What follows belongs to an exercise in optimizing a design on an open flow for small area and a short achievable clock period; a production flow would make more cautious choices. At most, simulation tests tie the RTL to the original design; equivalence was not proved. For runs 4 and 5, only the layout was checked, not whether the RTL still works. No driver is modelled on the clock port, so clocking that relies on it looks cheaper here than on a real chip. Power and IR drop assume default switching activity.

==> design/flow/design.v <==
`timescale 1ns/1ps
module fifo #(
    parameter N = 32,
    parameter depth = 3  
)(
    input wire clk,
    input wire reset,
    input wire wr_en,
    input wire rd_en,
    input [N-1:0] din,
    output reg [N-1:0] dout,
    output reg full,
    output wire empty
);
    localparam DEPTH = 2**depth;
    reg [depth-1:0] wr_ptr, rd_ptr;
    reg [N-1:0] mem [0:DEPTH-1];
    reg nempty;
    assign empty = ~nempty;
    wire wr_fire_n = ~(wr_en & ~full);
    wire rd_fire_n = ~(rd_en & nempty);
    wire wr_fire = ~wr_fire_n;
    wire rd_fire = ~rd_fire_n;
    wire [depth-1:0] wr_ptr_inc = {wr_ptr[2] ^ (wr_ptr[1] & wr_ptr[0]), wr_ptr[1] ^ wr_ptr[0], ~wr_ptr[0]};
    wire [depth-1:0] rd_ptr_inc = {rd_ptr[2] ^ (rd_ptr[1] & rd_ptr[0]), rd_ptr[1] ^ rd_ptr[0], ~rd_ptr[0]};
    wire [DEPTH-1:0] wsel, rsel;
    fifo_dec3 u_wdec (.en_n(wr_fire_n), .p(wr_ptr), .y(wsel));
    fifo_dec3 u_rdec (.en_n(rd_fire_n), .p(rd_ptr), .y(rsel));
    wire [N-1:0] dout_nx;
    wire [N-1:0] g0, g1, g2;
    genvar b;
    generate
        for (b = 0; b < N; b = b + 1) begin : rd
            fifo_aoi222 u0 (.a1(rsel[0]), .a2(mem[0][b]), .b1(rsel[1]), .b2(mem[1][b]),
                            .c1(rsel[2]), .c2(mem[2][b]), .y(g0[b]));
            fifo_aoi222 u1 (.a1(rsel[3]), .a2(mem[3][b]), .b1(rsel[4]), .b2(mem[4][b]),
                            .c1(rsel[5]), .c2(mem[5][b]), .y(g1[b]));
            fifo_aoi222 u2 (.a1(rsel[6]), .a2(mem[6][b]), .b1(rsel[7]), .b2(mem[7][b]),
                            .c1(rd_fire_n), .c2(dout[b]), .y(g2[b]));
            fifo_nand3 u3 (.a(g0[b]), .b(g1[b]), .c(g2[b]), .y(dout_nx[b]));
        end
    endgenerate
    integer i;
    always @(posedge clk) begin
        for (i = 0; i < DEPTH; i = i + 1)
            if (wsel[i])
                mem[i] <= din;
    end
    wire full_nx  = rd_fire_n & (full | (wr_fire & (wr_ptr_inc == rd_ptr)));
    wire empty_nx = wr_fire_n & (~nempty | (rd_fire & (rd_ptr_inc == wr_ptr)));
    always @(posedge clk or posedge reset) begin
        if (reset) begin
            wr_ptr <= 0;
            rd_ptr <= 0;
            dout   <= 0;
            full   <= 1'b0;
            nempty <= 1'b0;
        end else begin
            if (wr_fire)
                wr_ptr <= wr_ptr_inc;
            if (rd_fire)
                rd_ptr <= rd_ptr_inc;
            dout   <= dout_nx;
            full   <= full_nx;
            nempty <= ~empty_nx;
        end
    end
endmodule
module fifo_aoi222 (
    input wire a1, a2, b1, b2, c1, c2,
    output wire y
);
    assign y = ~((a1 & a2) | (b1 & b2) | (c1 & c2));
endmodule
module fifo_nand3 (
    input wire a, b, c,
    output wire y
);
    assign y = ~(a & b & c);
endmodule
module fifo_dec3 (
    input wire en_n,
    input wire [2:0] p,
    output wire [7:0] y
);
    wire [2:0] pn;
    wire [3:0] lo_n;
    fifo_inv  i0 (.a(p[0]), .y(pn[0]));
    fifo_inv  i1 (.a(p[1]), .y(pn[1]));
    fifo_inv  i2 (.a(p[2]), .y(pn[2]));
    fifo_nand2 l0 (.a(pn[0]), .b(pn[1]), .y(lo_n[0]));
    fifo_nand2 l1 (.a(p[0]),  .b(pn[1]), .y(lo_n[1]));
    fifo_nand2 l2 (.a(pn[0]), .b(p[1]),  .y(lo_n[2]));
    fifo_nand2 l3 (.a(p[0]),  .b(p[1]),  .y(lo_n[3]));
    genvar k;
    generate
        for (k = 0; k < 4; k = k + 1) begin : o
            fifo_nor3 lo (.a(en_n), .b(lo_n[k]), .c(p[2]),  .y(y[k]));
            fifo_nor3 hi (.a(en_n), .b(lo_n[k]), .c(pn[2]), .y(y[k+4]));
        end
    endgenerate
endmodule
module fifo_nand2 (
    input wire a, b,
    output wire y
);
    assign y = ~(a & b);
endmodule
module fifo_nor3 (
    input wire a, b, c,
    output wire y
);
    assign y = ~(a | b | c);
endmodule
module fifo_inv (
    input wire a,
    output wire y
);
    assign y = ~a;
endmodule
==> design/flow/flow/run.sh <==
#!/bin/bash
# Own layout flow: the standard synthesis unchanged, then the standard ORFS
# layout with smaller port buffers, without the delay buffer cells, and with a
# clock tree one level shallower (see cts_hook.tcl).
set -euo pipefail
here=$(pwd)

bash standard.sh synth > synth.log 2>&1

platform_dont_use="sky130_fd_sc_hd__probe_p_8 sky130_fd_sc_hd__probec_p_8 sky130_fd_sc_hd__lpflow_bleeder_1 sky130_fd_sc_hd__lpflow_clkbufkapwr_1 sky130_fd_sc_hd__lpflow_clkbufkapwr_16 sky130_fd_sc_hd__lpflow_clkbufkapwr_2 sky130_fd_sc_hd__lpflow_clkbufkapwr_4 sky130_fd_sc_hd__lpflow_clkbufkapwr_8 sky130_fd_sc_hd__lpflow_clkinvkapwr_1 sky130_fd_sc_hd__lpflow_clkinvkapwr_16 sky130_fd_sc_hd__lpflow_clkinvkapwr_2 sky130_fd_sc_hd__lpflow_clkinvkapwr_4 sky130_fd_sc_hd__lpflow_clkinvkapwr_8 sky130_fd_sc_hd__lpflow_decapkapwr_12 sky130_fd_sc_hd__lpflow_decapkapwr_3 sky130_fd_sc_hd__lpflow_decapkapwr_4 sky130_fd_sc_hd__lpflow_decapkapwr_6 sky130_fd_sc_hd__lpflow_decapkapwr_8 sky130_fd_sc_hd__lpflow_inputiso0n_1 sky130_fd_sc_hd__lpflow_inputiso0p_1 sky130_fd_sc_hd__lpflow_inputiso1n_1 sky130_fd_sc_hd__lpflow_inputiso1p_1 sky130_fd_sc_hd__lpflow_inputisolatch_1 sky130_fd_sc_hd__lpflow_isobufsrc_1 sky130_fd_sc_hd__lpflow_isobufsrc_16 sky130_fd_sc_hd__lpflow_isobufsrc_2 sky130_fd_sc_hd__lpflow_isobufsrc_4 sky130_fd_sc_hd__lpflow_isobufsrc_8 sky130_fd_sc_hd__lpflow_isobufsrckapwr_16 sky130_fd_sc_hd__lpflow_lsbuf_lh_hl_isowell_tap_1 sky130_fd_sc_hd__lpflow_lsbuf_lh_hl_isowell_tap_2 sky130_fd_sc_hd__lpflow_lsbuf_lh_hl_isowell_tap_4 sky130_fd_sc_hd__lpflow_lsbuf_lh_isowell_4 sky130_fd_sc_hd__lpflow_lsbuf_lh_isowell_tap_1 sky130_fd_sc_hd__lpflow_lsbuf_lh_isowell_tap_2 sky130_fd_sc_hd__lpflow_lsbuf_lh_isowell_tap_4"
extra_dont_use="sky130_fd_sc_hd__clkdlybuf4s* sky130_fd_sc_hd__dlygate* sky130_fd_sc_hd__dlymetal*"

bash standard.sh \
  "BUFFER_PORTS_ARGS=-buffer_cell sky130_fd_sc_hd__buf_2" \
  "DONT_USE_CELLS=$platform_dont_use $extra_dont_use" \
  "PRE_CTS_TCL=$here/flow/cts_hook.tcl" \
  finish > layout.log 2>&1
==> design/flow/flow/cts_hook.tcl <==
# PRE_CTS hook: after TritonCTS builds the tree, replace its upper levels by
# NROOT root buffers driven straight from the clock port, each placed at the
# centre of the group of sink-cluster (leaf) buffers it drives. Every register
# still sees the same number of buffer levels (root, leaf), so the tree stays
# balanced; it only gets one level shallower.
proc rebuild_clock_roots {nroot master_name} {
  set block [ord::get_db_block]
  set db [ord::get_db]
  set master [$db findMaster $master_name]
  set port_net [$block findNet clk]
  set leaves {}
  set others {}
  foreach inst [$block getInsts] {
    set name [$inst getName]
    if {[string match "clkbuf_leaf_*" $name]} { lappend leaves $inst } elseif {[string match "clkbuf_*" $name]} { lappend others $inst }
  }
  # remove the upper levels
  foreach inst $others {
    set outIT [$inst findITerm X]; set onet [$outIT getNet]
    $outIT disconnect; [$inst findITerm A] disconnect
    odb::dbInst_destroy $inst
    if {[$onet getName] != "clk"} { odb::dbNet_destroy $onet }
  }
  # leaf locations
  set pts {}
  foreach l $leaves {
    set bb [$l getBBox]
    lappend pts [list $l [expr {([$bb xMin]+[$bb xMax])/2}] [expr {([$bb yMin]+[$bb yMax])/2}]]
  }
  # k-means on leaf locations
  set n [llength $pts]
  set cents {}
  for {set k 0} {$k < $nroot} {incr k} {
    set p [lindex [lsort -integer -index 1 $pts] [expr {int(($k + 0.5) * $n / $nroot)}]]
    lappend cents [list [lindex $p 1] [lindex $p 2]]
  }
  for {set it 0} {$it < 50} {incr it} {
    set groups {}
    for {set k 0} {$k < $nroot} {incr k} { lappend groups {} }
    foreach p $pts {
      set best 0; set bd 1e18
      for {set k 0} {$k < $nroot} {incr k} {
        set c [lindex $cents $k]
        set d [expr {abs([lindex $p 1]-[lindex $c 0]) + abs([lindex $p 2]-[lindex $c 1])}]
        if {$d < $bd} { set bd $d; set best $k }
      }
      lset groups $best [concat [lindex $groups $best] [list $p]]
    }
    set cents {}
    foreach g $groups {
      if {[llength $g] == 0} { lappend cents {0 0}; continue }
      set sx 0; set sy 0
      foreach p $g { set sx [expr {$sx + [lindex $p 1]}]; set sy [expr {$sy + [lindex $p 2]}] }
      lappend cents [list [expr {$sx / [llength $g]}] [expr {$sy / [llength $g]}]]
    }
  }
  set k 0
  foreach g $groups c $cents {
    if {[llength $g] == 0} continue
    set inst [odb::dbInst_create $block $master "clkbuf_root_$k"]
    $inst setLocation [lindex $c 0] [lindex $c 1]
    $inst setPlacementStatus PLACED
    set net [odb::dbNet_create $block "clknet_root_$k"]
    $net setSigType CLOCK
    [$inst findITerm A] connect $port_net
    [$inst findITerm X] connect $net
    foreach p $g { [[lindex $p 0] findITerm A] disconnect; [[lindex $p 0] findITerm A] connect $net }
    incr k
  }
  puts "rebuilt clock roots: $k roots over [llength $leaves] leaves"
}

rename clock_tree_synthesis my_orig_clock_tree_synthesis
proc clock_tree_synthesis {args} {
  my_orig_clock_tree_synthesis {*}$args
  rebuild_clock_roots 4 sky130_fd_sc_hd__clkbuf_16
}
==> design/flow/standard.sh <==
#!/bin/bash
# synth_recipe.tcl (not shown) runs the flow's synth.tcl, then flattens the netlist and writes it again
# the make line also repeats each setting of config.mk as NAME=value (left out here)
make -C /OpenROAD-flow-scripts/flow DESIGN_CONFIG=/design/flow/config.mk WORK_HOME=/design/flow/orfs CLKGATE_MAP_FILE= SYNTH_SCRIPT=/design/flow/synth_recipe.tcl "${@:-finish}"
==> design/flow/config.mk <==
export PLATFORM = sky130hd
export DESIGN_NAME = fifo
export DESIGN_NICKNAME = fifo
export VERILOG_FILES = /design/flow/design.v
export SDC_FILE = /design/flow/constraint.sdc
export NUM_CORES = 4
export LEC_CHECK = 0
export CAP_MARGIN = 20
export CORE_MARGIN = 2
export CORE_UTILIZATION = 40
export CTS_CLUSTER_DIAMETER = 100
export CTS_CLUSTER_SIZE = 30
export SETUP_SLACK_MARGIN = 1.5
export SLEW_MARGIN = 20
export SYNTH_HIERARCHICAL = 1
export SYNTH_MINIMUM_KEEP_SIZE = 0
==> design/flow/constraint.sdc <==
create_clock -name core_clock -period 3.0 [get_ports {clk}]
set_input_delay 0.6000 -clock core_clock [delete_from_list [all_inputs] [get_ports {clk}]]
set_output_delay 0.6000 -clock core_clock [all_outputs]
set_load 0.01 [all_outputs]
==> metrics.cfg, run 1 <==
[die]
die-area_um2 = 26900
start_util_pct = 40.7
dieHeight_um = 164
rows = 58
core_area_um2 = 25100
die_w_um = 164
ioPinCount = 70

[power_and_ir_drop]
finalPower_mw = 11.3
vdd_drop_max_uv = 390
power.density_nw_per_um2 = 841
leakagePower_nw = 4.67

[route]
drt-initial-drc-count = 966
met1_length_um = 10800
vias = 6217
wirelength_um = 28700
drc = 0
drt-vias-per-instance = 5.94
met3_length_um = 2480
wl_per_cell_um = 27.4
drtPass1Iterations = 6
wl_met2_um = 14800
routed.top_layer = met5
ant_nets = 0

[global_routing]
grt_overflow = 0
grt_pass1_vias = 6158
grt_max_degree = 32
antenna_found_initial = 5
grt_pass1_wl_um = 39600
track_usage_pct = 20.6

[setup_path]
start_kind = flip-flop
crit_path_cell_trace = nand2_8, buf_2, buf_6, nor3_4, buf_12, a222oi_1, nand3_1
critPathRequiredTime_ns = 3.18
cp_max_fo = 18
worstSetupPathType = reg -> reg
timing.rr.end = dout[2]
cpMaxStageDelayCell = dfrtp_2
worstReg2RegStart = nempty
end_kind = flip-flop
ff2ff_setup_slack_ns = 1.29
reg2regPathDepth = 7
crit_path_max_incr_delay_ns = 0.49
worstPathArrival_ns = 1.88

[synth]
ys_warn_count = 9
ys_seq_elements = 296
netlist_area_um2 = 10200
syn_avg_cell_area_um2 = 21.2
synth_seq_area_share_pct = 85.0
synthDistinctLibCells = 15
synthCells = 482
syn_nets = 520

[hold_path]
hold_path.class = in -> async

[run]
maxCapViolCount = 0

[placed_design]
place_ws_ns = 0.766
dp_cells = 910
dpl_cell_area_um2 = 11300
gp_congestion = 0.758
io_buffers = 69
hpwl_um = 13500

[clock_tree]
insertion_delay_ns = 0.32
cts.sinks = 296
cts_buffers = 13
clkTransAtPathRegs_ns = 0.11
hold_buffers = 0
cts_tree = done

[sta]
fin_crit_sh_pct = 56.9
period_needed_ns = 1.71
tns_ns = 0
setup_viol = 0
hold_ws_ns = 0.351
setup_ws_ns = 1.29
rsz0062_at_grt = true
clock.fmax_ghz = 0.586
drv_slew = 0
worst_pin_slew_ns = 0.640
timing_hold_violations_final = 0
skew_ns = 0.0215
max-slew-margin-rel_pct = 57.3

[finish]
drive_gt1_share_pct = 32.4
seq_area_um2 = 8700
final_cell_area_um2 = 13500
multi_input_area_um2 = 1720
fillers = 1917
area_delta_synth_final_pct = 31.8
fin_cells = 1047
fin_nets = 744
fin_util_pct = 53.7

[status]
status = timing/DRC/antenna clean

## modules after synthesis, one instance, submodules excluded, excerpt
module / cells inside / flops+latches / cell area, um2
fifo_nand2: 1 / 0 / 3.75
fifo: 324 / 296 / 8890
fifo_aoi222: 1 / 0 / 10.0
fifo_nor3: 1 / 0 / 10.0
fifo_inv: 1 / 0 / 3.75
fifo_nand3: 1 / 0 / 5.00
## final cells by class, without the clock buffers
cell class / count / share of cell area [%]
sequential: 296 / 64.5
timing repair buffer: 205 / 16.3
multi-input combinational: 180 / 12.8
tap: 330 / 3.06
buffer: 4 / 0.742
inverter: 9 / 0.343
antenna: 4 / 0.0742
timing repair inverter: 1 / 0.0650
clock inverter: 1 / 0.0278
## routing by layer
layer  vias to the layer above  GRT usage, %
met1                      3195          26.6
li1                       2634             -
met2                       348          35.5
met5                         -             0
met3                        38          3.28
met4                         2          6.90
## flip-flops by register name, summed over array words and instances, names as in the netlist
name,count
full,1
nempty,1
mem,256
dout,32
wr_ptr,3
rd_ptr,3
## cells in the mapped netlist
| master | number | area share, % |
|---|---|---|
| a222oi_1 | 96 | 9.4 |
| nand3_1 | 35 | 1.7 |
| nor2b_4 | 1 | 0.13 |
| clkinv_1 | 1 | 0.037 |
| inv_1 | 8 | 0.29 |
| nand2_1 | 14 | 0.51 |
| o32a_1 | 1 | 0.098 |
| ha_1 | 2 | 0.24 |
| edfxtp_1 | 256 | 75 |
| xnor2_1 | 7 | 0.60 |
| mux2_2 | 1 | 0.11 |
| xor2_1 | 3 | 0.26 |
| nor3_2 | 16 | 1.6 |
| dfrtp_1 | 40 | 9.8 |
| o31ai_1 | 1 | 0.073 |
## worst max path at each step
stage	start	to	slack, ns	cells after the start
after floorplan	wr_en	mem[0][0]	0.76	3
after global placement	rd_en	dout[30]	0.80	6
after detailed placement	rd_en	dout[2]	0.77	6
after CTS	nempty	dout[30]	1.37	7
after global routing	nempty	dout[14]	1.27	7
final	nempty	dout[2]	1.29	7
## cell families after synthesis
| kind of cell | Yosys count | synth area share, % |
|---|---|---|
| XOR/XNOR | 10 | 0.857 |
| flip-flops | 296 | 85.0 |
| AND/OR/NAND/NOR | 66 | 3.93 |
| multiplexers | 1 | 0.110 |
| AO/OA/AOI/OAI | 98 | 9.57 |
| buffers and inverters | 9 | 0.330 |
| adder cells (fa/ha/maj) | 2 | 0.245 |
## repair_timing
| item | in CTS | in global routing |
|---|---|---|
| buffers inserted | 49 | 32 |
| gates resized for setup | 125 | 42 |
| pin swaps | 38 | 51 |
| endpoints found under the hold margin | 0 | 0 |
| endpoints found under the setup margin | 295 | 308 |
| gates cloned | 17 | 12 |
## critical path, delay by kind of cell, from the launching register on
family                 cells  cell delay (ns)
flip-flops                 1             0.49
buffers and inverters      3             0.43
AND/OR/NAND/NOR            3             0.31
AO/OA/AOI/OAI              1             0.32
## power by group
part | leakage, nW | internal [mW] | total [mW] | switching [mW]
Combinational | 1.68 | 1.73 | 3.67 | 1.94
Clock | 0.188 | 0.908 | 2.03 | 1.12
Sequential | 2.81 | 5.29 | 5.64 | 0.353
Total | 4.67 | 7.93 | 11.3 | 3.41
## cells in the final DEF (no fill, tap or decap), types with 2 or more instances in the layout
master        n
clkbuf_1      6
dfrtp_2       7
buf_2        64
xor2_1        2
buf_4         7
nor3_4       16
buf_12       19
inv_1         5
buf_1        33
buf_6        48
nand2_4       2
buf_8         7
clkbuf_16    25
ha_4          2
diode_2       4
nand2_2       5
clkinvlp_4    2
nand2_8       2
nand3_1      35
edfxtp_1    256
a222oi_1     96
buf_16       14
nand2_1       8
xnor2_1       6
dfrtp_1      33
==> inputs of run 2 (changes only) <==
--- a/design/flow/config.mk
+++ b/design/flow/config.mk
@@ -11,5 +11,5 @@
 export CTS_CLUSTER_DIAMETER = 100
 export CTS_CLUSTER_SIZE = 30
-export SETUP_SLACK_MARGIN = 1.5
+export SETUP_SLACK_MARGIN = 1.4
 export SLEW_MARGIN = 20
 export SYNTH_HIERARCHICAL = 1
==> run 2 against run 1 <==
Net effect:
- design area is 3.2% lower
- clock power up 2%
- global-route usage is 0.92 points lower
- synthesized cell count unchanged
- power shrank 3.4%
- final cell count fell by 4.2%
- synthesized area stayed put
- wire length fell by 2.3%
- largest cell class unchanged
==> metrics.cfg, run 2 <==
[global_routing]
grt_pass1_vias = 5893  ; -4.3%
busiest_layer = met2
grt_overflow = 0  ; unchanged
grtUsageMet2_pct = 31.8  ; -3.7 points
grt_pass1_wl_um = 38300  ; -3.4%
grtUsageMet3_pct = 3.16  ; -0.13 points
grt_util_met1_pct = 27.7  ; +1.0 points
grt_max_degree = 32  ; unchanged
track_usage_pct = 19.6  ; -0.92 points
antenna_found_initial = 2  ; -3

[hold_path]
hold_path.class = in -> async

[synth]
ys_seq_elements = 296  ; unchanged
synthCells = 482  ; unchanged
netlist_area_um2 = 10200  ; unchanged
syn_nets = 520  ; unchanged
syn_avg_cell_area_um2 = 21.2  ; unchanged
synth_seq_area_share_pct = 85.0  ; unchanged
ys_top_cells_by_count = edfxtp_1, a222oi_1, dfrtp_1
ys.flop_type = edfxtp_1
yosys-top-cells-area = edfxtp_1, dfrtp_1, a222oi_1, nand3_1, nor3_2
synthDistinctLibCells = 15  ; unchanged
synth_edf_count = 256  ; unchanged
synth_top_area_share_pct = 75.2  ; unchanged
ys_warn_count = 9  ; unchanged
yosys.cell_count.top_type = edfxtp_1
synthArstFlopShare_pct = 13.5  ; unchanged
yosys.area.top_type = edfxtp_1

[setup_path]
crit_top_cell = buf_6
worstSetupPathType = reg -> reg
cp_max_fo = 7  ; -11
crit_path_max_incr_delay_ns = 0.43  ; -0.06 ns
start_kind = flip-flop
crit_path_cell_trace = buf_6, nor3_4, buf_6, clkbuf_16, a222oi_1, nand3_1
end_kind = flip-flop
critPathRequiredTime_ns = 3.20  ; +0.02 ns
worstPathArrival_ns = 1.86  ; -0.02 ns
cpMaxStageDelayCell = dfrtp_2

[die]
dieHeight_um = 164  ; unchanged
rows = 58  ; unchanged
die_w_um = 164  ; unchanged
die-area_um2 = 26900  ; unchanged
core_area_um2 = 25100  ; unchanged
start_util_pct = 40.7  ; unchanged
ioPinCount = 70  ; unchanged

[finish]
fin_cells = 1003  ; -4.2%
top_register = mem
largest_reg_flops = 256  ; unchanged
layout_commonest_cell = edfxtp_1
fillers = 1964  ; +2.5%
fin_nets = 705  ; -5.2%
area_delta_synth_final_pct = 27.6
largestRegisters = mem (256), dout (32)
diodes = 0  ; -4
seq_area_um2 = 8700  ; unchanged
multi_input_area_um2 = 1700  ; -1.5%
drive_gt1_share_pct = 31.1  ; -1.3 points
final_cell_mix = edfxtp_1, a222oi_1, buf_2, nand3_1, dfrtp_1

[power_and_ir_drop]
switching_share_pct = 30.0  ; -0.14 points
p_sw_mw = 3.28  ; -3.8%
vdd_drop_max_uv = 441  ; +13%
p_int_mw = 7.67  ; -3.2%
finalPower_mw = 11.0  ; -3.4%
leakagePower_nw = 4.50  ; -3.6%
pwr-share-comb_pct = 29.4  ; -2.9 points
power_frac_seq_pct = 51.5  ; +1.7 points
p_clk_share_pct = 19.0  ; +1.1 points
power.density_nw_per_um2 = 839  ; -0.19%

[clock_tree]
clkTransAtPathRegs_ns = 0.11  ; about the same
hold_buffers = 0  ; unchanged
insertion_delay_ns = 0.33  ; about the same
cts_tree = done
cts.sinks = 296  ; unchanged
cts_buffers = 13  ; unchanged

[placed_design]
place_ws_ns = 0.721  ; -0.0445 ns
gp_congestion = 0.726  ; -4.2%
io_buffers = 69  ; unchanged
hpwl_um = 13700  ; +1.4%
dp_cells = 912  ; +0.22%

[status]
status = timing/DRC/antenna clean

[sta]
clock.fmax_ghz = 0.604  ; +3.1%
worst_pin_slew_ns = 0.518  ; -0.122 ns
fin_crit_sh_pct = 55.2  ; -1.7 points
tns_ns = 0  ; unchanged
skew_ns = 0.0336  ; +0.0121 ns
timing_hold_violations_final = 0  ; unchanged
max-slew-margin-rel_pct = 65.4  ; +8.2 points
period_needed_ns = 1.66  ; -0.0511 ns
setup_ws_ns = 1.34  ; +0.0511 ns
rsz0062_at_grt = true
setup_viol = 0  ; unchanged
drv_slew = 0  ; unchanged

[route]
ant_nets = 0  ; unchanged
wirelength_um = 28100  ; -2.3%
wl_per_cell_um = 28.0  ; +2.0%
drt-vias-per-instance = 6.08  ; +2.5%
drt-initial-drc-count = 1157  ; +20%
vias = 6102  ; -1.8%
drtPass1Iterations = 8  ; +2
drc = 0  ; unchanged

[run]
maxCapViolCount = 0  ; unchanged

-- run 2: cell counts after synthesis --
No cell type changed its count.
-- run 2: what timing repair did --
action / in CTS / in global routing
buffers inserted: 26 / 16
resized for setup: 95 / 35
endpoints found under the hold margin: 0 / 0
cloned: 9 / 18
pin swaps: 9 / 31
endpoints found under the setup margin: 289 / 291
-- run 2: cell type report, without the clock buffers --
type	count	share of cell area [%]
Sequential cell	296	66.7
Timing Repair Buffer	166	13.8
Multi-Input combinational cell	180	13.0
Tap cell	330	3.16
Buffer	4	0.767
Inverter	9	0.326
Clock inverter	1	0.230
-- run 2: stage by stage --
| step | hold slack [ns] | utilization (%) | instance area, um2 |
|---|---|---|---|
| floorplan | 0.447 | - | 10300 |
| detailed placement | 0.459 | 45.0 | 11300 |
| CTS | 0.299 | 49.4 | 12400 |
| finish | 0.286 | 52.0 | 13000 |
| global placement | 0.450 | 45.0 | 11300 |
| global route | 0.315 | 52.0 | 13000 |
-- run 2: worst max-delay path: cells and delay by family, from the launching register on --
family / cells / cell delay [ns]
AO/OA/AOI/OAI: 1 / 0.38
buffers and inverters: 3 / 0.50
flip-flops: 1 / 0.43
AND/OR/NAND/NOR: 2 / 0.20
-- run 2: cells by family (layout without fill, tap and decap cells) --
family	after synthesis	in the layout	synth area share, %
DFF	296	296	85.0
adders and majority gates	2	2	0.245
xor gates and xnor gates	10	10	0.857
AOI/OAI and AO/OA	98	98	9.57
muxes	1	1	0.110
buffers and inverters	9	197	0.330
and+or+nand+nor	66	69	3.93
-- run 2: power groups by stage --
stage	clock (mW)	combinational, mW	sequential [mW]
after floorplan	0	1.23	5.75
after global placement	0	2.17	5.75
after detailed placement	0	2.24	5.79
after CTS	2.12	2.76	5.64
after global routing	2.26	3.42	5.70
final	2.08	3.22	5.65
-- run 2: per-module statistics from Yosys (local to each module, per instance), a selection --
module / cells inside / cell area [um2]
fifo_nand3: 1 / 5.00
fifo_aoi222: 1 / 10.0
fifo_nor3: 1 / 10.0
fifo_nand2: 1 / 3.75
fifo: 324 / 8890
fifo_inv: 1 / 3.75
-- run 2: worst paths after layout --
kind / slack, ns / startpoint / to / cells past startpoint
hold reg to reg: 0.47 / mem[4][26] / dout[26] / 2
setup reg to reg: 1.34 / rd_ptr[2] / dout[30] / 6
max in group asynchronous: 2.00 / reset / dout[2] / 3
min in group core_clock: 0.47 / mem[4][26] / dout[26] / 2
hold / removal: 0.29 / reset / dout[24] / 2
setup / recovery: 1.34 / rd_ptr[2] / dout[30] / 6
-- run 2: routing by layer --
metal / vias to the layer above / share of wire, % / wire length [um]
met5: - / 0.096 / 27
met4: 4 / 1.8 / 502
met3: 42 / 11 / 2990
met2: 391 / 48 / 13400
met1: 3119 / 40 / 11100
li1: 2546 / - / -
==> inputs of run 3 (changes only) <==
--- a/design/flow/config.mk
+++ b/design/flow/config.mk
@@ -11,5 +11,5 @@
 export CTS_CLUSTER_DIAMETER = 100
 export CTS_CLUSTER_SIZE = 30
-export SETUP_SLACK_MARGIN = 1.4
+export SETUP_SLACK_MARGIN = 1.3
 export SLEW_MARGIN = 20
 export SYNTH_HIERARCHICAL = 1
==> run 3 against run 2 <==
Net effect:
- sequential power hardly changed
- highest routed layer unchanged
- final cell count is 5.1% lower
- design area decreased by 7.4%
- core utilization is 3.9 points lower
- sequential share of layout area rose by 5.3 points
- global-route usage shrank 0.95 points
- hold slack better by 0.0048 ns
==> metrics.cfg, run 3 <==
[global_routing]
grtUsageMet2_pct = 30.8  ; -0.97 points
antenna_found_initial = 2  ; unchanged
track_usage_pct = 18.7  ; -0.95 points
grt_pass1_wl_um = 36600  ; -4.4%
busiest_layer = met2
grt_max_degree = 32  ; unchanged
grtUsageMet3_pct = 3.21  ; +0.051 points
grt_util_met1_pct = 26.0  ; -1.7 points
grt_pass1_vias = 5682  ; -3.6%
grt_overflow = 0  ; unchanged

[power_and_ir_drop]
leakagePower_nw = 4.10  ; -9.0%
power_frac_seq_pct = 55.3  ; +3.8 points
power.density_nw_per_um2 = 847  ; +0.94%
vdd_drop_max_uv = 465  ; +5.6%
p_sw_mw = 3.03  ; -7.7%
p_clk_share_pct = 20.3  ; +1.3 points
p_int_mw = 7.20  ; -6.1%
switching_share_pct = 29.6  ; -0.36 points
pwr-share-comb_pct = 24.4  ; -5.0 points

[setup_path]
ff2ff_setup_slack_ns = 1.34  ; about the same
critPathRequiredTime_ns = 3.01  ; -0.19 ns
worstPathArrival_ns = 1.67  ; -0.19 ns
cp_max_fo = 11  ; +4
worstReg2RegStart = full
end_kind = flip-flop
cpMaxStageDelayCell = dfrtp_1
timing.rr.end = mem[2][26]
critPathBufInv = 3  ; unchanged
reg2regPathDepth = 5  ; -1
worstSetupPathType = reg -> reg
crit_family = simple AND/OR/NAND/NOR gates
start_kind = flip-flop
crit_path_max_incr_delay_ns = 0.44  ; about the same
crit_path_cell_trace = nor2b_4, inv_8, nor3_4, buf_4, buf_6

[finish]
final_cell_area_um2 = 12100  ; -7.4%
multi_input_area_um2 = 1670  ; -1.5%
drive_gt1_share_pct = 25.4  ; -5.7 points
largestRegisters = mem (256), dout (32)
diodes = 0  ; unchanged
fillers = 2110  ; +7.4%
fin_nets = 654  ; -7.2%
final_cell_mix = edfxtp_1, a222oi_1, buf_2, nand3_1, dfrtp_1
largest_reg_flops = 256  ; unchanged
area_delta_synth_final_pct = 18.1
top_register = mem
seq_area_um2 = 8700  ; about the same
layout_commonest_cell = edfxtp_1

[sta]
tns_ns = 0  ; unchanged
rsz0062_at_grt = true
worst_pin_slew_ns = 0.526  ; +0.00751 ns
period_needed_ns = 1.66  ; +0.00217 ns
max-slew-margin-rel_pct = 64.9  ; -0.50 points
skew_ns = 0.0397  ; +0.00614 ns
setup_viol = 0  ; unchanged
timing_hold_violations_final = 0  ; unchanged
drv_slew = 0  ; unchanged
clock.fmax_ghz = 0.603  ; -0.13%
fin_crit_sh_pct = 55.3  ; +0.072 points

[synth]
ys_warn_count = 9  ; unchanged
synth_top_area_share_pct = 75.2  ; unchanged
yosys-top-cells-area = edfxtp_1, dfrtp_1, a222oi_1, nand3_1, nor3_2
yosys.cell_count.top_type = edfxtp_1
synth_edf_count = 256  ; unchanged
ys_seq_elements = 296  ; unchanged
syn_avg_cell_area_um2 = 21.2  ; unchanged
synthDistinctLibCells = 15  ; unchanged
yosys.area_share.simple_pct = 3.93  ; unchanged
ys_top_cells_by_count = edfxtp_1, a222oi_1, dfrtp_1
synthAdderAreaFrac_pct = 0.245  ; unchanged
synth_seq_area_share_pct = 85.0  ; unchanged
syn_nets = 520  ; unchanged
netlist_area_um2 = 10200  ; unchanged
muxShareOfSynthArea_pct = 0.110  ; unchanged
yosys.area.top_type = edfxtp_1
synthCells = 482  ; unchanged
synth_top_family_by_area = compound AO/OA/AOI/OAI gates
ys.flop_type = edfxtp_1
synthArstFlopShare_pct = 13.5  ; unchanged
synthXorXnorAreaFrac_pct = 0.856  ; unchanged
synth_compound_area_share_pct = 9.57  ; unchanged

[route]
drtPass1Iterations = 7  ; -1
wl_per_cell_um = 26.3  ; -6.1%
drt-vias-per-instance = 6.00  ; -1.3%
drt-initial-drc-count = 934  ; -19%
wirelength_um = 25000  ; -11%
drc = 0  ; unchanged
ant_nets = 0  ; unchanged
vias = 5714  ; -6.4%

[die]
rows = 58  ; unchanged
die-area_um2 = 26900  ; unchanged
ioPinCount = 70  ; unchanged
die_w_um = 164  ; unchanged
core_area_um2 = 25100  ; unchanged
start_util_pct = 40.7  ; unchanged
dieHeight_um = 164  ; unchanged

[hold_path]
hold_path.class = in -> async

[clock_tree]
cts_tree = done
clkTransAtPathRegs_ns = 0.11  ; about the same
cts.sinks = 296  ; unchanged
hold_buffers = 0  ; unchanged
cts_buffers = 13  ; unchanged
insertion_delay_ns = 0.33  ; about the same

[placed_design]
io_buffers = 69  ; unchanged
gp_congestion = 0.726  ; unchanged
hpwl_um = 13700  ; unchanged
dpl_cell_area_um2 = 11300  ; unchanged

[status]
status = timing/DRC/antenna clean

[run]
maxCapViolCount = 0  ; unchanged

run 3: cell counts after synthesis:
No cell type changed its count.
run 3: repair_timing:
item | CTS | global route
setup endpoints to repair | 288 | 272
buffers inserted | 6 | 7
gates cloned | 2 | 3
pin swaps | 2 | 10
resized for setup | 46 | 26
run 3: power groups by stage:
stage / Clock, mW / Sequential, mW / Combinational, mW
2_1_floorplan: 0 / 5.75 / 1.23
3_3_place_gp: 0 / 5.75 / 2.17
3_5_place_dp: 0 / 5.79 / 2.24
4_1_cts: 2.12 / 5.66 / 2.41
5_1_grt: 2.27 / 5.72 / 2.70
6_report: 2.08 / 5.66 / 2.50
run 3: layout make-up, without the clock buffers:
type                            count  area share (%)
Buffer                              4           0.829
Clock inverter                      1           0.249
Inverter                            9           0.373
Multi-Input combinational cell    180            13.8
Sequential cell                   296            72.0
Tap cell                          330            3.42
Timing Repair Buffer              115            7.01
run 3: logic make-up after synthesis:
group                      after synthesis
xor gates and xnor gates                10
AOI/OAI and AO/OA                       98
muxes                                    1
buffers and inverters                    9
and+or+nand+nor                         66
adders and majority gates                2
DFF                                    296
run 3: worst max-delay path by stage:
stage	startpoint	to	slack, ns	cells past startpoint
6_report	full	mem[2][26]	1.34	5
5_1_grt	full	mem[2][26]	1.28	5
4_1_cts	full	mem[6][18]	1.18	4
3_5_place_dp	rd_en	dout[0]	0.72	6
3_3_place_gp	rd_en	dout[0]	0.80	6
2_1_floorplan	wr_en	mem[0][0]	0.76	3
run 3: through the flow:
stage	util [%]	worst slack (ns)	std cells	hold slack (ns)	total power [mW]
after floorplan	-	0.762	482	0.447	6.98
after global placement	45.0	0.801	912	0.450	7.93
after detailed placement	45.0	0.721	912	0.459	8.02
after CTS	47.4	1.18	942	0.299	10.2
after global routing	48.1	1.28	952	0.322	10.7
final	48.1	1.34	952	0.291	10.2
run 3: modules after synthesis, one instance, submodules excluded, excerpt:
module | copies in the design | flip-flops and latches | cells inside | area (um2)
fifo_nand3 | 32 | 0 | 1 | 5.00
fifo_aoi222 | 96 | 0 | 1 | 10.0
fifo_nor3 | 16 | 0 | 1 | 10.0
fifo_inv | 6 | 0 | 1 | 3.75
fifo | 1 | 296 | 324 | 8890
fifo_nand2 | 8 | 0 | 1 | 3.75
run 3: per-layer routing:
metal	part of all wire, %	vias up	wire, um
li1	-	2437	-
met1	41	2927	10300
met2	48	300	11900
met3	8.6	46	2140
met4	2.3	4	584
met5	0.11	-	27
run 3: worst register-to-register path: stages (launching register included):
cell,delay [ns]
dfrtp_1,0.44
nor2b_4,0.23
inv_8,0.11
nor3_4,0.25
buf_4,0.16
buf_6,0.17
==> inputs of run 4 (changes only) <==
==> design/flow/design.v (replaced) <==
`timescale 1ns/1ps
module fifo #(
    parameter N = 32,
    parameter depth = 3  
)(
    input wire clk,
    input wire reset,
    input wire wr_en,
    input wire rd_en,
    input [N-1:0] din,
    output reg [N-1:0] dout,
    output reg full,
    output wire empty
);
    localparam DEPTH = 2**depth;
    reg [DEPTH-1:0] wr_oh, rd_oh;    
    reg [N-1:0] mem [0:DEPTH-1];
    reg nempty;
    assign empty = ~nempty;
    wire wr_fire = wr_en & ~full;
    wire rd_fire = rd_en & nempty;
    wire rd_fire_n = ~rd_fire;
    wire [DEPTH-1:0] wsel = wr_oh & {DEPTH{wr_fire}};
    wire [DEPTH-1:0] rsel = rd_oh & {DEPTH{rd_fire}};
    wire [DEPTH-1:0] wr_oh_inc = {wr_oh[DEPTH-2:0], wr_oh[DEPTH-1]};
    wire [DEPTH-1:0] rd_oh_inc = {rd_oh[DEPTH-2:0], rd_oh[DEPTH-1]};
    wire [N-1:0] dout_nx;
    wire [N-1:0] g0, g1, g2;
    genvar b;
    generate
        for (b = 0; b < N; b = b + 1) begin : rd
            fifo_aoi222 u0 (.a1(rsel[0]), .a2(mem[0][b]), .b1(rsel[1]), .b2(mem[1][b]),
                            .c1(rsel[2]), .c2(mem[2][b]), .y(g0[b]));
            fifo_aoi222 u1 (.a1(rsel[3]), .a2(mem[3][b]), .b1(rsel[4]), .b2(mem[4][b]),
                            .c1(rsel[5]), .c2(mem[5][b]), .y(g1[b]));
            fifo_aoi222 u2 (.a1(rsel[6]), .a2(mem[6][b]), .b1(rsel[7]), .b2(mem[7][b]),
                            .c1(rd_fire_n), .c2(dout[b]), .y(g2[b]));
            fifo_nand3 u3 (.a(g0[b]), .b(g1[b]), .c(g2[b]), .y(dout_nx[b]));
        end
    endgenerate
    integer i;
    always @(posedge clk) begin
        for (i = 0; i < DEPTH; i = i + 1)
            if (wsel[i])
                mem[i] <= din;
    end
    wire w_meets = |(wr_oh_inc & rd_oh);
    wire r_meets = |(rd_oh_inc & wr_oh);
    wire full_nx  = ~rd_fire & (full | (wr_fire & w_meets));
    wire empty_nx = ~wr_fire & (~nempty | (rd_fire & r_meets));
    always @(posedge clk or posedge reset) begin
        if (reset) begin
            wr_oh  <= {{(DEPTH-1){1'b0}}, 1'b1};
            rd_oh  <= {{(DEPTH-1){1'b0}}, 1'b1};
            dout   <= 0;
            full   <= 1'b0;
            nempty <= 1'b0;
        end else begin
            if (wr_fire)
                wr_oh <= wr_oh_inc;
            if (rd_fire)
                rd_oh <= rd_oh_inc;
            dout   <= dout_nx;
            full   <= full_nx;
            nempty <= ~empty_nx;
        end
    end
endmodule
module fifo_aoi222 (
    input wire a1, a2, b1, b2, c1, c2,
    output wire y
);
    assign y = ~((a1 & a2) | (b1 & b2) | (c1 & c2));
endmodule
module fifo_nand3 (
    input wire a, b, c,
    output wire y
);
    assign y = ~(a & b & c);
endmodule
--- a/design/flow/config.mk
+++ b/design/flow/config.mk
@@ -11,5 +11,5 @@
 export CTS_CLUSTER_DIAMETER = 100
 export CTS_CLUSTER_SIZE = 30
-export SETUP_SLACK_MARGIN = 1.3
+export SETUP_SLACK_MARGIN = 1.5
 export SLEW_MARGIN = 20
 export SYNTH_HIERARCHICAL = 1
==> run 4 against run 3 <==
Net effect:
- still clean on timing, DRC and antenna
- sequential power shrank 19%
- worst setup slack lost 0.052 ns
- synthesized area grew 2.1%
- register-to-register slack lost 0.05 ns
- wire length grew 9.5%
- design area grew 3.6%
- largest power group unchanged
- highest routed layer is now met4
==> metrics.cfg, run 4 <==
[setup_path]
ff2ff_setup_slack_ns = 1.29  ; -0.05 ns
critPathRequiredTime_ns = 3.18  ; +0.17 ns
worstReg2RegStart = nempty
reg2regPathDepth = 3  ; -2
worstSetupPathType = in -> reg
timing.rr.end = dout[19]
end_kind = flip-flop
critPathCapture = dout[19]
cp_max_fo = 33  ; +22
worstPathArrival_ns = 1.89  ; +0.22 ns
cp-startpoint = rd_en
start_kind = primary input

[die]
rows = 59  ; +1.7%
core_area_um2 = 25800  ; +2.9%
die-area_um2 = 27400  ; +2.1%
ioPinCount = 70  ; unchanged
dieHeight_um = 166  ; +1.0%
start_util_pct = 40.4  ; -0.30 points
die_w_um = 166  ; +1.0%

[sta]
clock.fmax_ghz = 0.585  ; -3.0%
drv_slew = 0  ; unchanged
max-slew-margin-rel_pct = 60.2  ; -4.7 points
rsz0062_at_grt = true
setup_viol = 0  ; unchanged
worst_pin_slew_ns = 0.596  ; +0.0706 ns
fin_crit_sh_pct = 57.0  ; +1.7 points
timing_hold_violations_final = 0  ; unchanged
period_needed_ns = 1.71  ; +0.0516 ns
skew_ns = 0.0331  ; -0.00667 ns
tns_ns = 0  ; unchanged

[clock_tree]
cts.sinks = 306  ; +3.4%
insertion_delay_ns = 0.32  ; about the same
cts_buffers = 14  ; +1
cts_tree = done
clkTransAtPathRegs_ns = 0.11  ; about the same

[synth]
synth_seq_area_share_pct = 85.6  ; +0.64 points
syn_avg_cell_area_um2 = 21.4  ; +0.68%
netlist_area_um2 = 10400  ; +2.1%
yosys.cell_count.top_type = edfxtp_1
synthArstFlopShare_pct = 16.3  ; +2.8 points
ys_seq_elements = 306  ; +3.4%
yosys-top-cells-area = edfxtp_1, dfrtp_1, a222oi_1, nand3_1, a21o_1
synthCells = 489  ; +1.5%
ys_warn_count = 9  ; unchanged
syn_nets = 525  ; +0.96%
synth_top_area_share_pct = 73.6  ; -1.6 points
yosys.area.top_type = edfxtp_1
ys.flop_type = edfxtp_1
synth_edf_count = 256  ; unchanged
synthDistinctLibCells = 21  ; +6
ys_top_cells_by_count = edfxtp_1, a222oi_1, dfrtp_1

[placed_design]
dpl_cell_area_um2 = 11400  ; +0.55%
dp_cells = 906  ; -0.66%
hpwl_um = 13600  ; -0.69%
io_buffers = 69  ; unchanged
gp_congestion = 0.775  ; +6.7%

[global_routing]
grt_pass1_vias = 6097  ; +7.3%
antenna_found_initial = 1  ; -1
grt_pass1_wl_um = 39200  ; +7.1%
track_usage_pct = 19.9  ; +1.2 points
grt_max_degree = 34  ; +6.3%
grt_overflow = 0  ; unchanged

[route]
drtPass1Iterations = 8  ; +1
drt-initial-drc-count = 1187  ; +27%
wl_per_cell_um = 27.8  ; +5.9%
wirelength_um = 27400  ; +9.5%
drc = 0  ; unchanged
drt-vias-per-instance = 6.13  ; +2.2%
vias = 6035  ; +5.6%
ant_nets = 0  ; unchanged

[finish]
layout_commonest_cell = edfxtp_1
top_register = mem
largestRegisters = mem (256), dout (32)
final_cell_mix = edfxtp_1, a222oi_1, buf_2, dfrtp_1, nand3_1
final_cell_area_um2 = 12500  ; +3.6%
fin_cells = 984  ; +3.4%
fin_nets = 677  ; +3.5%
area_delta_synth_final_pct = 19.8
largest_reg_flops = 256  ; unchanged
drive_gt1_share_pct = 24.1  ; -1.3 points

[status]
status = timing/DRC/antenna clean

[hold_path]
hold_path.class = in -> async

[power_and_ir_drop]
leakagePower_nw = 4.50  ; +9.9%
power.density_nw_per_um2 = 549  ; -35%
vdd_drop_max_uv = 294  ; -37%

[run]
maxCapViolCount = 0  ; unchanged

[run 4: changes by cell type after synthesis, sizes merged, moves of 3 or more]
cell / delta
dfrtp: +8
nand2: -11
nand3: -3
nor3: -16
inv: -6
a21o: +16
xor2: -3
a22oi: +8
buf: +3
xnor2: -7
and3: +8
and2: +8
[run 4: Yosys stat by module, one instance, submodules excluded]
| module | cells inside | times used | area [um2] |
|---|---|---|---|
| fifo | 361 | 1 | 9320 |
| fifo_aoi222 | 1 | 96 | 10.0 |
| fifo_nand3 | 1 | 32 | 5.00 |
[run 4: cells by family (layout without fill, tap and decap cells)]
group	after synthesis	after routing	synth area share (%)
other cells	0	1	0
simple gates	56	65	3.09
compound gates	122	122	11.0
flops	306	306	85.6
buf+inv	5	155	0.276
[run 4: power by group]
part | switching [mW] | leakage (nW) | internal [mW]
sequential | 0.000000000372 | 2.98 | 4.60
clock | 1.18 | 0.205 | 0.964
combinational | 0.0904 | 1.31 | 0.0341
total | 1.27 | 4.50 | 5.60
[run 4: how the worst min path moves through the flow]
stage	slack, ns	to	cells after the start
finish	0.33	dout[7]	2
global route	0.36	dout[7]	2
CTS	0.35	dout[7]	2
detailed placement	0.46	dout[13]	2
global placement	0.45	dout[27]	2
floorplan	0.45	dout[0]	2
[run 4: metrics by stage]
stage	worst slack [ns]	power, mW	hold WS, ns	utilization [%]
final	1.29	6.87	0.331	48.4
after CTS	1.34	6.92	0.352	47.7
after global routing	1.27	7.07	0.364	48.4
after floorplan	1.34	4.72	0.447	-
after global placement	0.886	4.79	0.454	44.0
after detailed placement	0.819	4.80	0.461	44.0
[run 4: layout make-up, without the clock buffers]
class | instances | area (um2)
Fill cell | 2130 | 13300
Sequential cell | 306 | 8940
Multi-Input combinational cell | 187 | 1630
Timing Repair Buffer | 130 | 1070
Tap cell | 335 | 419
Buffer | 4 | 100
Clock inverter | 1 | 30.0
Inverter | 2 | 11.3
Antenna cell | 1 | 2.50
[run 4: layer usage]
metal | share of wire, % | track usage [%] | wire length, um | vias up
li1 | - | - | - | 2531
met1 | 40 | 27.8 | 11000 | 3069
met2 | 47 | 31.3 | 12700 | 377
met3 | 11 | 4.92 | 2980 | 58
met4 | 2.5 | 5.84 | 685 | 0
met5 | 0 | 0 | 0 | -
[run 4: worst max-delay path: stages]
cell      delay (ns)
buf_4           0.21
and3_4          0.34
a222oi_1        0.58
nand3_1         0.14
[run 4: timing repair]
action	4_1_cts	5_1_grt
endpoints found under the hold margin	0	0
pin swaps	77	25
gates cloned	10	3
gates resized for setup	59	22
setup buffers	31	9
hold buffers	0	0
setup endpoints to repair	254	167
==> inputs of run 5 (changes only) <==
--- a/design/flow/config.mk
+++ b/design/flow/config.mk
@@ -11,5 +11,5 @@
 export CTS_CLUSTER_DIAMETER = 100
 export CTS_CLUSTER_SIZE = 30
-export SETUP_SLACK_MARGIN = 1.5
+export SETUP_SLACK_MARGIN = 1.35
 export SLEW_MARGIN = 20
 export SYNTH_HIERARCHICAL = 1
==> run 5 against run 4 <==
Net effect:
- die area did not move
- clock power barely moved
- design area fell by 2.6%
- global-route usage fell by 2.0 points
- register-to-register slack got worse by 0.05 ns
- sequential cell count did not move
- hold slack got worse by 0.062 ns
- final cell count fell by 0.20%
- via count fell by 3.0%
- sequential share of layout area rose by 1.9 points
==> metrics.cfg, run 5 <==
[sta]
timing_hold_violations_final = 0  ; unchanged
clock.fmax_ghz = 0.564  ; -3.6%
max-slew-margin-rel_pct = 64.4  ; +4.3 points
tns_ns = 0  ; unchanged
setup_viol = 0  ; unchanged
drv_slew = 0  ; unchanged
fin_crit_sh_pct = 59.1  ; +2.1 points
setup_ws_ns = 1.23  ; -0.0641 ns
rsz0062_at_grt = true
period_needed_ns = 1.77  ; +0.0641 ns
skew_ns = 0.0477  ; +0.0147 ns
worst_pin_slew_ns = 0.534  ; -0.0627 ns

[synth]
synthCells = 489  ; unchanged
synth_compound_area_share_pct = 11.0  ; unchanged
synthXorXnorAreaFrac_pct = 0  ; unchanged
yosys.area_share.simple_pct = 3.09  ; unchanged
synth_top_family_by_area = compound AO/OA/AOI/OAI gates
synthAdderAreaFrac_pct = 0  ; unchanged
ys_warn_count = 9  ; unchanged
muxShareOfSynthArea_pct = 0  ; unchanged
syn_nets = 525  ; unchanged
synth_seq_area_share_pct = 85.6  ; unchanged
ys.flop_type = edfxtp_1
syn_avg_cell_area_um2 = 21.4  ; unchanged
synth_edf_count = 256  ; unchanged
yosys.cell_count.top_type = edfxtp_1
ys_top_cells_by_count = edfxtp_1, a222oi_1, dfrtp_1
yosys-top-cells-area = edfxtp_1, dfrtp_1, a222oi_1, nand3_1, a21o_1
synth_top_area_share_pct = 73.6  ; unchanged
synthArstFlopShare_pct = 16.3  ; unchanged
yosys.area.top_type = edfxtp_1
ys_seq_elements = 306  ; unchanged
netlist_area_um2 = 10400  ; unchanged
synthDistinctLibCells = 21  ; unchanged

[power_and_ir_drop]
pwr-share-comb_pct = 1.6  ; -0.2 points
p_clk_share_pct = 31.3  ; about the same
vdd_drop_max_uv = 306  ; +3.8%
power_frac_seq_pct = 67.1  ; +0.2 points
power.density_nw_per_um2 = 562  ; +2.4%
p_int_mw = 5.59  ; -0.16%
p_sw_mw = 1.27  ; -0.59%
leakagePower_nw = 4.45  ; -1.3%
switching_share_pct = 18.5  ; -0.065 points

[clock_tree]
clkTransAtPathRegs_ns = 0.11  ; about the same
cts_tree = done
cts.sinks = 306  ; unchanged
hold_buffers = 0  ; unchanged
insertion_delay_ns = 0.33  ; about the same
cts_buffers = 14  ; unchanged

[finish]
multi_input_area_um2 = 1530  ; -6.5%
top_register = mem
area_delta_synth_final_pct = 16.7
layout_commonest_cell = edfxtp_1
fin_util_pct = 47.2  ; -1.3 points
final_cell_area_um2 = 12200  ; -2.6%
fin_nets = 673  ; -0.59%
drive_gt1_share_pct = 23.9  ; -0.20 points
final_cell_mix = edfxtp_1, a222oi_1, buf_2, dfrtp_1, nand3_1
fillers = 2155  ; +1.2%
seq_area_um2 = 8940  ; about the same
largest_reg_flops = 256  ; unchanged
largestRegisters = mem (256), dout (32)

[route]
wirelength_um = 24400  ; -11%
drt-initial-drc-count = 979  ; -18%
vias = 5853  ; -3.0%
drc = 0  ; unchanged
ant_nets = 0  ; unchanged
drt-vias-per-instance = 5.96  ; -2.8%
wl_per_cell_um = 24.8  ; -11%
drtPass1Iterations = 8  ; unchanged

[hold_path]
hold_path.class = in -> async

[setup_path]
critPathBufInv = 4  ; +3
worstPathArrival_ns = 1.17  ; -0.72 ns
ff2ff_setup_slack_ns = 1.24  ; -0.05 ns
reg2regPathDepth = 5  ; +2
timing.rr.end = dout[0]
crit_path_max_incr_delay_ns = 0.47  ; -0.11 ns
end_kind = primary output
worstReg2RegStart = nempty
cp-startpoint = nempty
crit_family = flip-flops
crit_path_cell_trace = buf_6, buf_1, inv_1, buf_6
cpMaxStageDelayCell = dfrtp_2
start_kind = flip-flop
path_depth = 4  ; unchanged
crit_top_cell = buf_6
cp_max_fo = 5  ; -85%
worstSetupPathType = reg -> out
critPathRequiredTime_ns = 2.40  ; -0.78 ns
critPathCapture = empty

[placed_design]
dpl_cell_area_um2 = 11400  ; +0.15%
io_buffers = 69  ; unchanged
place_ws_ns = 0.778  ; -0.0414 ns
hpwl_um = 13900  ; +2.4%
gp_congestion = 0.756  ; -2.5%

[die]
die-area_um2 = 27400  ; unchanged
ioPinCount = 70  ; unchanged
die_w_um = 166  ; unchanged
dieHeight_um = 166  ; unchanged
start_util_pct = 40.4  ; unchanged
core_area_um2 = 25800  ; unchanged
rows = 59  ; unchanged

[global_routing]
grt_pass1_wl_um = 36300  ; -7.4%
track_usage_pct = 17.9  ; -2.0 points
grt_max_degree = 35  ; +2.9%
grt_pass1_vias = 5879  ; -3.6%
grt_overflow = 0  ; unchanged
antenna_found_initial = 2  ; +1

[run]
maxCapViolCount = 0  ; unchanged

[status]
status = timing/DRC/antenna clean

==> run 5: cell counts after synthesis <==
Identical to the previous run, type by type.
==> run 5: kinds of logic after synthesis <==
group	after synthesis
buf+inv	5
flops	306
simple gates	56
compound gates	122
==> run 5: final cells by class, without the clock buffers <==
class                      count  area share (%)
clock inverter                 2           0.226
buffer                         4           0.821
tap                          335            3.44
timing repair buffer         135            7.03
antenna                        2          0.0411
inverter                       2          0.0924
sequential                   306            73.4
multi-input combinational    178            12.5
==> run 5: how the worst min path moves through the flow <==
stage	start	endpoint	slack, ns	depth (start not counted)
6_report	reset	dout[16]	0.27	2
5_1_grt	reset	dout[16]	0.31	2
4_1_cts	reset	dout[16]	0.30	2
3_5_place_dp	mem[4][30]	dout[30]	0.47	2
3_3_place_gp	mem[4][3]	dout[3]	0.46	2
2_1_floorplan	mem[4][0]	dout[0]	0.45	2
==> run 5: per-stage QoR <==
step	hold slack, ns	total power [mW]	cells
2_1_floorplan	0.447	4.72	489
3_3_place_gp	0.461	4.80	910
3_5_place_dp	0.468	4.80	910
4_1_cts	0.299	6.90	949
5_1_grt	0.311	7.09	980
6_report	0.269	6.86	982
==> run 5: timing repair <==
item | 4_1_cts | 5_1_grt
pin swaps | 8 | 42
buffers inserted | 14 | 31
resized for setup | 24 | 27
endpoints found under the setup margin | 198 | 84
==> run 5: layer usage <==
| layer | wire [um] | up-vias | part of all wire (%) | global-route usage [%] |
|---|---|---|---|---|
| li1 | - | 2506 | - | - |
| met1 | 10200 | 3029 | 42 | 25.7 |
| met2 | 11500 | 297 | 47 | 28.2 |
| met3 | 2390 | 21 | 9.8 | 4.47 |
| met4 | 312 | 0 | 1.3 | 3.41 |
| met5 | 0 | - | 0 | 0 |
==> run 5: power groups by stage <==
stage	combinational (mW)	sequential, mW	clock [mW]
6_report	0.110	4.60	2.15
5_1_grt	0.124	4.60	2.36
4_1_cts	0.111	4.60	2.19
3_5_place_dp	0.107	4.69	0
3_3_place_gp	0.100	4.69	0
2_1_floorplan	0.0219	4.70	0
==> run 5: per-module statistics from Yosys, one instance, submodules excluded <==
module | flip-flops and latches | copies in the design | cells | area [um2]
fifo_aoi222 | 0 | 96 | 1 | 10.0
fifo | 306 | 1 | 361 | 9320
fifo_nand3 | 0 | 32 | 1 | 5.00
==> inputs of run 6 (changes only) <==
--- a/design/flow/design.v
+++ b/design/flow/design.v
@@ -11,5 +11,5 @@
     output reg [N-1:0] dout,
     output reg full,
-    output wire empty
+    output reg empty
 );
     localparam DEPTH = 2**depth;
@@ -17,5 +17,4 @@
     reg [N-1:0] mem [0:DEPTH-1];
     reg nempty;
-    assign empty = ~nempty;
     wire wr_fire = wr_en & ~full;
     wire rd_fire = rd_en & nempty;
@@ -56,4 +55,5 @@
             full   <= 1'b0;
             nempty <= 1'b0;
+            empty  <= 1'b1;
         end else begin
             if (wr_fire)
@@ -64,4 +64,5 @@
             full   <= full_nx;
             nempty <= ~empty_nx;
+            empty  <= empty_nx;
         end
     end
--- a/design/flow/config.mk
+++ b/design/flow/config.mk
@@ -8,8 +8,8 @@
 export CAP_MARGIN = 20
 export CORE_MARGIN = 2
-export CORE_UTILIZATION = 40
+export CORE_UTILIZATION = 55
 export CTS_CLUSTER_DIAMETER = 100
 export CTS_CLUSTER_SIZE = 30
-export SETUP_SLACK_MARGIN = 1.35
+export SETUP_SLACK_MARGIN = 1.3
 export SLEW_MARGIN = 20
 export SYNTH_HIERARCHICAL = 1
==> run 6 against run 5 <==
Net effect:
- via count fell by 2.2%
- maximum frequency rose by 5.2%
- sequential share of layout area rose by 1.6 points
- still clean
- critical path depth did not move
- clock power barely moved
- clock skew fell by 0.0091 ns
- global-route usage rose by 3.8 points
- wire length fell by 11%
==> metrics.cfg, run 6 <==
[setup_path]
crit_family = flip-flops
crit_path_max_incr_delay_ns = 0.50  ; +0.03 ns
path_depth = 4  ; unchanged
cpMaxStageDelayCell = dfrtp_2
reg2regPathDepth = 4  ; -1
critPathBufInv = 1  ; -3
crit_path_cell_trace = buf_1, and3_4, a222oi_1, nand3_1
worstSetupPathType = reg -> reg
cp_max_fo = 33  ; +28
worstPathArrival_ns = 1.88  ; +0.71 ns
critPathRequiredTime_ns = 3.19  ; +0.79 ns
end_kind = flip-flop
ff2ff_setup_slack_ns = 1.31  ; +0.07 ns
start_kind = flip-flop

[synth]
synthCells = 490  ; +0.20%
synth_seq_area_share_pct = 85.6  ; about the same
netlist_area_um2 = 10500  ; +0.29%
synthDistinctLibCells = 25  ; +19%
yosys-top-cells-area = edfxtp_1, dfrtp_1, a222oi_1, nand3_1, a21o_1
ys_top_cells_by_count = edfxtp_1, a222oi_1, dfrtp_1
synth_edf_count = 256  ; unchanged
ys_warn_count = 9  ; unchanged
ys_seq_elements = 307  ; +0.33%
yosys.area.top_type = edfxtp_1
synthArstFlopShare_pct = 16.6  ; +0.27 points
syn_nets = 526  ; +0.19%
synth_top_area_share_pct = 73.4  ; -0.21 points
yosys.cell_count.top_type = edfxtp_1
syn_avg_cell_area_um2 = 21.4  ; about the same
ys.flop_type = edfxtp_1

[clock_tree]
cts.sinks = 307  ; +0.33%
cts_tree = done
hold_buffers = 0  ; unchanged
clkTransAtPathRegs_ns = 0.11  ; about the same
cts_buffers = 14  ; unchanged
insertion_delay_ns = 0.33  ; about the same

[power_and_ir_drop]
power_frac_seq_pct = 67.2  ; about the same
p_sw_mw = 1.27  ; about the same
pwr-share-comb_pct = 1.5  ; about the same
p_int_mw = 5.60  ; +0.17%
power.density_nw_per_um2 = 574  ; +2.1%
vdd_drop_max_uv = 641  ; +110%
p_clk_share_pct = 31.3  ; about the same
switching_share_pct = 18.5  ; about the same
finalPower_mw = 6.87  ; +0.16%
leakagePower_nw = 4.40  ; -1.1%

[die]
core_area_um2 = 18700  ; -28%
start_util_pct = 56.0  ; +16 points
rows = 50  ; -15%
ioPinCount = 70  ; unchanged
die-area_um2 = 20200  ; -26%
dieHeight_um = 142  ; -14%
die_w_um = 142  ; -14%

[finish]
fin_nets = 665  ; -1.2%
final_cell_mix = edfxtp_1, a222oi_1, buf_2, dfrtp_1, nand3_1
multi_input_area_um2 = 1550  ; +1.8%
seq_area_um2 = 8970  ; +0.29%
area_delta_synth_final_pct = 14.1
drive_gt1_share_pct = 23.3  ; -0.61 points
top_register = mem
layout_commonest_cell = edfxtp_1
largest_reg_flops = 256  ; unchanged
fillers = 1316  ; -39%
largestRegisters = mem (256), dout (32)
diodes = 0  ; -2

[status]
status = timing/DRC/antenna clean

[global_routing]
track_usage_pct = 21.7  ; +3.8 points
grt_pass1_wl_um = 32600  ; -10%
antenna_found_initial = 1  ; -1
grt_pass1_vias = 5520  ; -6.1%
grt_overflow = 0  ; unchanged
grt_max_degree = 34  ; -2.9%

[route]
wirelength_um = 21800  ; -11%
wl_per_cell_um = 25.1  ; +1.0%
drc = 0  ; unchanged
vias = 5724  ; -2.2%
drt-initial-drc-count = 763  ; -22%
drtPass1Iterations = 6  ; -2
drt-vias-per-instance = 6.58  ; +10%
ant_nets = 0  ; unchanged

[sta]
fin_crit_sh_pct = 56.2  ; -2.9 points
hold_ws_ns = 0.347  ; +0.0777 ns
max-slew-margin-rel_pct = 56.7  ; -7.7 points
clock.fmax_ghz = 0.593  ; +5.2%
setup_viol = 0  ; unchanged
period_needed_ns = 1.69  ; -0.0871 ns
timing_hold_violations_final = 0  ; unchanged
worst_pin_slew_ns = 0.648  ; +0.114 ns
skew_ns = 0.0387  ; -0.00908 ns
drv_slew = 0  ; unchanged
tns_ns = 0  ; unchanged
rsz0062_at_grt = true

[hold_path]
hold_path.class = in -> async

[run]
maxCapViolCount = 0  ; unchanged

[placed_design]
io_buffers = 69  ; unchanged
gp_congestion = 0.803  ; +6.2%
hpwl_um = 12100  ; -13%

run 6: cell count changes after synthesis, sizes merged:
cell	change
dfstp	+1
a31o	+1
inv	-1
run 6: what timing repair did:
item / CTS / global route
buffers inserted: 0 / 45
pin swaps: 0 / 18
resized for setup: 11 / 13
endpoints found under the setup margin: 179 / 164
run 6: final cells by class, without the clock buffers:
type / instances / share of cell area (%)
tap: 234 / 2.45
inverter: 1 / 0.0628
clock inverter: 2 / 0.283
multi-input combinational: 179 / 13.0
buffer: 4 / 0.837
timing repair buffer: 126 / 5.88
sequential: 307 / 75.0
run 6: metrics by stage:
step | utilization (%) | area, um2 | cells | setup slack, ns
floorplan | - | 10500 | 490 | 1.33
global placement | 60.0 | 11200 | 801 | 0.889
detailed placement | 60.0 | 11200 | 801 | 0.889
CTS | 62.6 | 11700 | 825 | 1.21
global route | 63.9 | 12000 | 870 | 1.25
finish | 63.9 | 12000 | 870 | 1.31
run 6: logic make-up (layout without fill, tap and decap cells):
group,Yosys count,after routing,share of synthesized area (%)
AO/OA/AOI/OAI,123,123,11.1
AND/OR/NAND/NOR,56,56,3.00
flip-flops,307,307,85.6
buffers and inverters,4,150,0.263
run 6: per-layer routing:
layer  GRT usage [%]  wire length [um]  vias to the layer above
met3            2.93              1560                       31
met5               0                 0                        -
li1                -                 -                     2479
met4            5.37               429                        0
met1            31.7              9150                     2976
met2            35.4             10700                      238
run 6: path summary, 6_finish.rpt:
path | to | start
setup / recovery | dout[2] | nempty
hold / removal | dout[29] | reset
setup reg to reg | dout[2] | nempty
hold reg to reg | dout[30] | mem[4][30]
max in group asynchronous | rd_oh[0] | reset
min in group core_clock | dout[30] | mem[4][30]
run 6: power groups by stage:
stage	Sequential (mW)	Clock [mW]	Combinational, mW
6_report	4.61	2.15	0.105
5_1_grt	4.61	2.34	0.119
4_1_cts	4.61	2.19	0.106
3_5_place_dp	4.71	0	0.102
3_3_place_gp	4.71	0	0.0955
2_1_floorplan	4.71	0	0.0240
run 6: modules after synthesis, one instance, submodules excluded:
module	area, um2	copies in the design	flops+latches
fifo	9350	1	307
fifo_aoi222	10.0	96	0
fifo_nand3	5.00	32	0
run 6: worst register-to-register path, stage by stage (launching register included):
cell and delay [ns]:
dfrtp_2 0.50, buf_1 0.14, and3_4 0.30, a222oi_1 0.50, nand3_1 0.13
==> inputs of run 7 (changes only) <==
--- a/design/flow/config.mk
+++ b/design/flow/config.mk
@@ -11,5 +11,5 @@
 export CTS_CLUSTER_DIAMETER = 100
 export CTS_CLUSTER_SIZE = 30
-export SETUP_SLACK_MARGIN = 1.3
+export SETUP_SLACK_MARGIN = 1.45
 export SLEW_MARGIN = 20
 export SYNTH_HIERARCHICAL = 1
==> run 7 against run 6 <==
Net effect:
- still clean
- hold slack better by 0.017 ns
- critical path depth is 3 lower
- final cell count is 1.5% lower
- sequential share of layout area is 0.85 points lower
- synthesized cell count stayed put
==> metrics.cfg, run 7 <==
[die]
die_w_um = 142  ; unchanged
dieHeight_um = 142  ; unchanged
start_util_pct = 56.0  ; unchanged

[clock_tree]
insertion_delay_ns = 0.34  ; about the same
cts.sinks = 307  ; unchanged
cts_buffers = 14  ; unchanged
cts_tree = done
clkTransAtPathRegs_ns = 0.11  ; about the same

[sta]
rsz0062_at_grt = true
tns_ns = 0  ; unchanged
setup_viol = 0  ; unchanged
max-slew-margin-rel_pct = 51.8  ; -4.9 points
fin_crit_sh_pct = 51.5  ; -4.7 points

[power_and_ir_drop]
leakagePower_nw = 4.37  ; -0.74%
finalPower_mw = 6.90  ; +0.44%
p_sw_mw = 1.28  ; +1.2%
p_int_mw = 5.61  ; +0.26%

[global_routing]
grt_pass1_vias = 5770  ; +4.5%
grt_pass1_wl_um = 37800  ; +16%
antenna_found_initial = 1  ; unchanged

[route]
drtPass1Iterations = 7  ; +1
ant_nets = 0  ; unchanged
vias = 6195  ; +8.2%
drt-vias-per-instance = 7.23  ; +9.9%

[synth]
syn_nets = 526  ; unchanged
ys_warn_count = 9  ; unchanged
ys_top_cells_by_count = edfxtp_1, a222oi_1, dfrtp_1
synthDistinctLibCells = 25  ; unchanged
ys_seq_elements = 307  ; unchanged
yosys-top-cells-area = edfxtp_1, dfrtp_1, a222oi_1, nand3_1, a21o_1
netlist_area_um2 = 10500  ; unchanged
syn_avg_cell_area_um2 = 21.4  ; unchanged
synthArstFlopShare_pct = 16.6  ; unchanged
yosys.cell_count.top_type = edfxtp_1
synthCells = 490  ; unchanged

[setup_path]
cpMaxStageDelayCell = dfstp_2
reg2regPathDepth = 4  ; unchanged
worstPathArrival_ns = 0.95  ; -0.93 ns
worstReg2RegStart = nempty
ff2ff_setup_slack_ns = 1.46  ; +0.15 ns
start_kind = flip-flop
worstSetupPathType = reg -> out
critPathRequiredTime_ns = 2.40  ; -0.79 ns

[run]
maxCapViolCount = 0  ; unchanged

[finish]
layout_commonest_cell = edfxtp_1
final_cell_mix = edfxtp_1, a222oi_1, buf_2, dfrtp_1, nand3_1

[placed_design]
io_buffers = 69  ; unchanged
gp_congestion = 0.720  ; -10%

[status]
status = timing/DRC/antenna clean

[run 7: per-module statistics from Yosys, one instance, submodules excluded]
module / cell area (um2) / times used
fifo_nand3: 5.00 / 32
fifo: 9350 / 1
fifo_aoi222: 10.0 / 96
[run 7: repair_timing]
action / CTS / global route
hold endpoints to repair: 0 / 0
pin swaps: 12 / 17
setup buffers: 8 / 2
resized for setup: 24 / 21
cloned: 17 / 10
setup endpoints to repair: 289 / 35
[run 7: final cells by class, without the clock buffers]
| class | instances | area (um2) | area share (%) |
|---|---|---|---|
| Buffer | 4 | 100 | 0.828 |
| Sequential cell | 307 | 8970 | 74.2 |
| Antenna cell | 1 | 2.50 | 0.0207 |
| Clock inverter | 1 | 30.0 | 0.248 |
| Tap cell | 234 | 293 | 2.42 |
| Inverter | 1 | 7.51 | 0.0621 |
| Multi-Input combinational cell | 206 | 1830 | 15.1 |
| Timing Repair Buffer | 84 | 558 | 4.61 |
[run 7: worst max-delay path by stage]
stage               startpoint       end  slack, ns
floorplan                rd_en  dout[10]       1.46
global placement         rd_en  dout[21]       0.99
detailed placement       rd_en   dout[3]       0.93
CTS                     nempty  dout[31]       1.42
global route            nempty   dout[1]       1.41
finish                   empty     empty       1.45
[run 7: logic make-up after synthesis]
group                  after synthesis  share of synthesized area, %
AND/OR/NAND/NOR                     56                          3.00
AO/OA/AOI/OAI                      123                          11.1
flip-flops                         307                          85.6
buffers and inverters                4                         0.263
[run 7: power by group through the flow]
stage | clock network (mW) | logic [mW] | registers, mW
floorplan | 0 | 0.0257 | 4.71
global placement | 0 | 0.0960 | 4.71
detailed placement | 0 | 0.102 | 4.71
CTS | 2.19 | 0.115 | 4.61
global route | 2.34 | 0.133 | 4.61
finish | 2.16 | 0.120 | 4.61
[run 7: worst register-to-register path, delay by kind of cell, from the launching register on]
family                 cells  cell delay, ns
flip-flops                 1            0.44
AO/OA/AOI/OAI              1            0.37
buffers and inverters      1            0.16
AND/OR/NAND/NOR            2            0.40
[run 7: stage by stage]
stage	cell area [um2]	setup slack (ns)	utilization, %	instances	hold WS (ns)
final	12100	1.45	64.7	857	0.364
after CTS	11900	1.42	63.8	844	0.366
after floorplan	10500	1.46	-	490	0.447
after detailed placement	11200	0.926	59.8	794	0.464
after global placement	11200	0.986	59.8	794	0.453
after global routing	12100	1.41	64.6	856	0.391
[run 7: layer usage]
layer	wire length, um	GRT usage (%)	share of wire (%)	vias up
met1	10900	40.4	39	3190
met4	801	7.47	2.9	0
met3	3360	4.95	12	60
met2	13000	40.0	46	431
met5	0	0	0	-
li1	-	-	-	2514
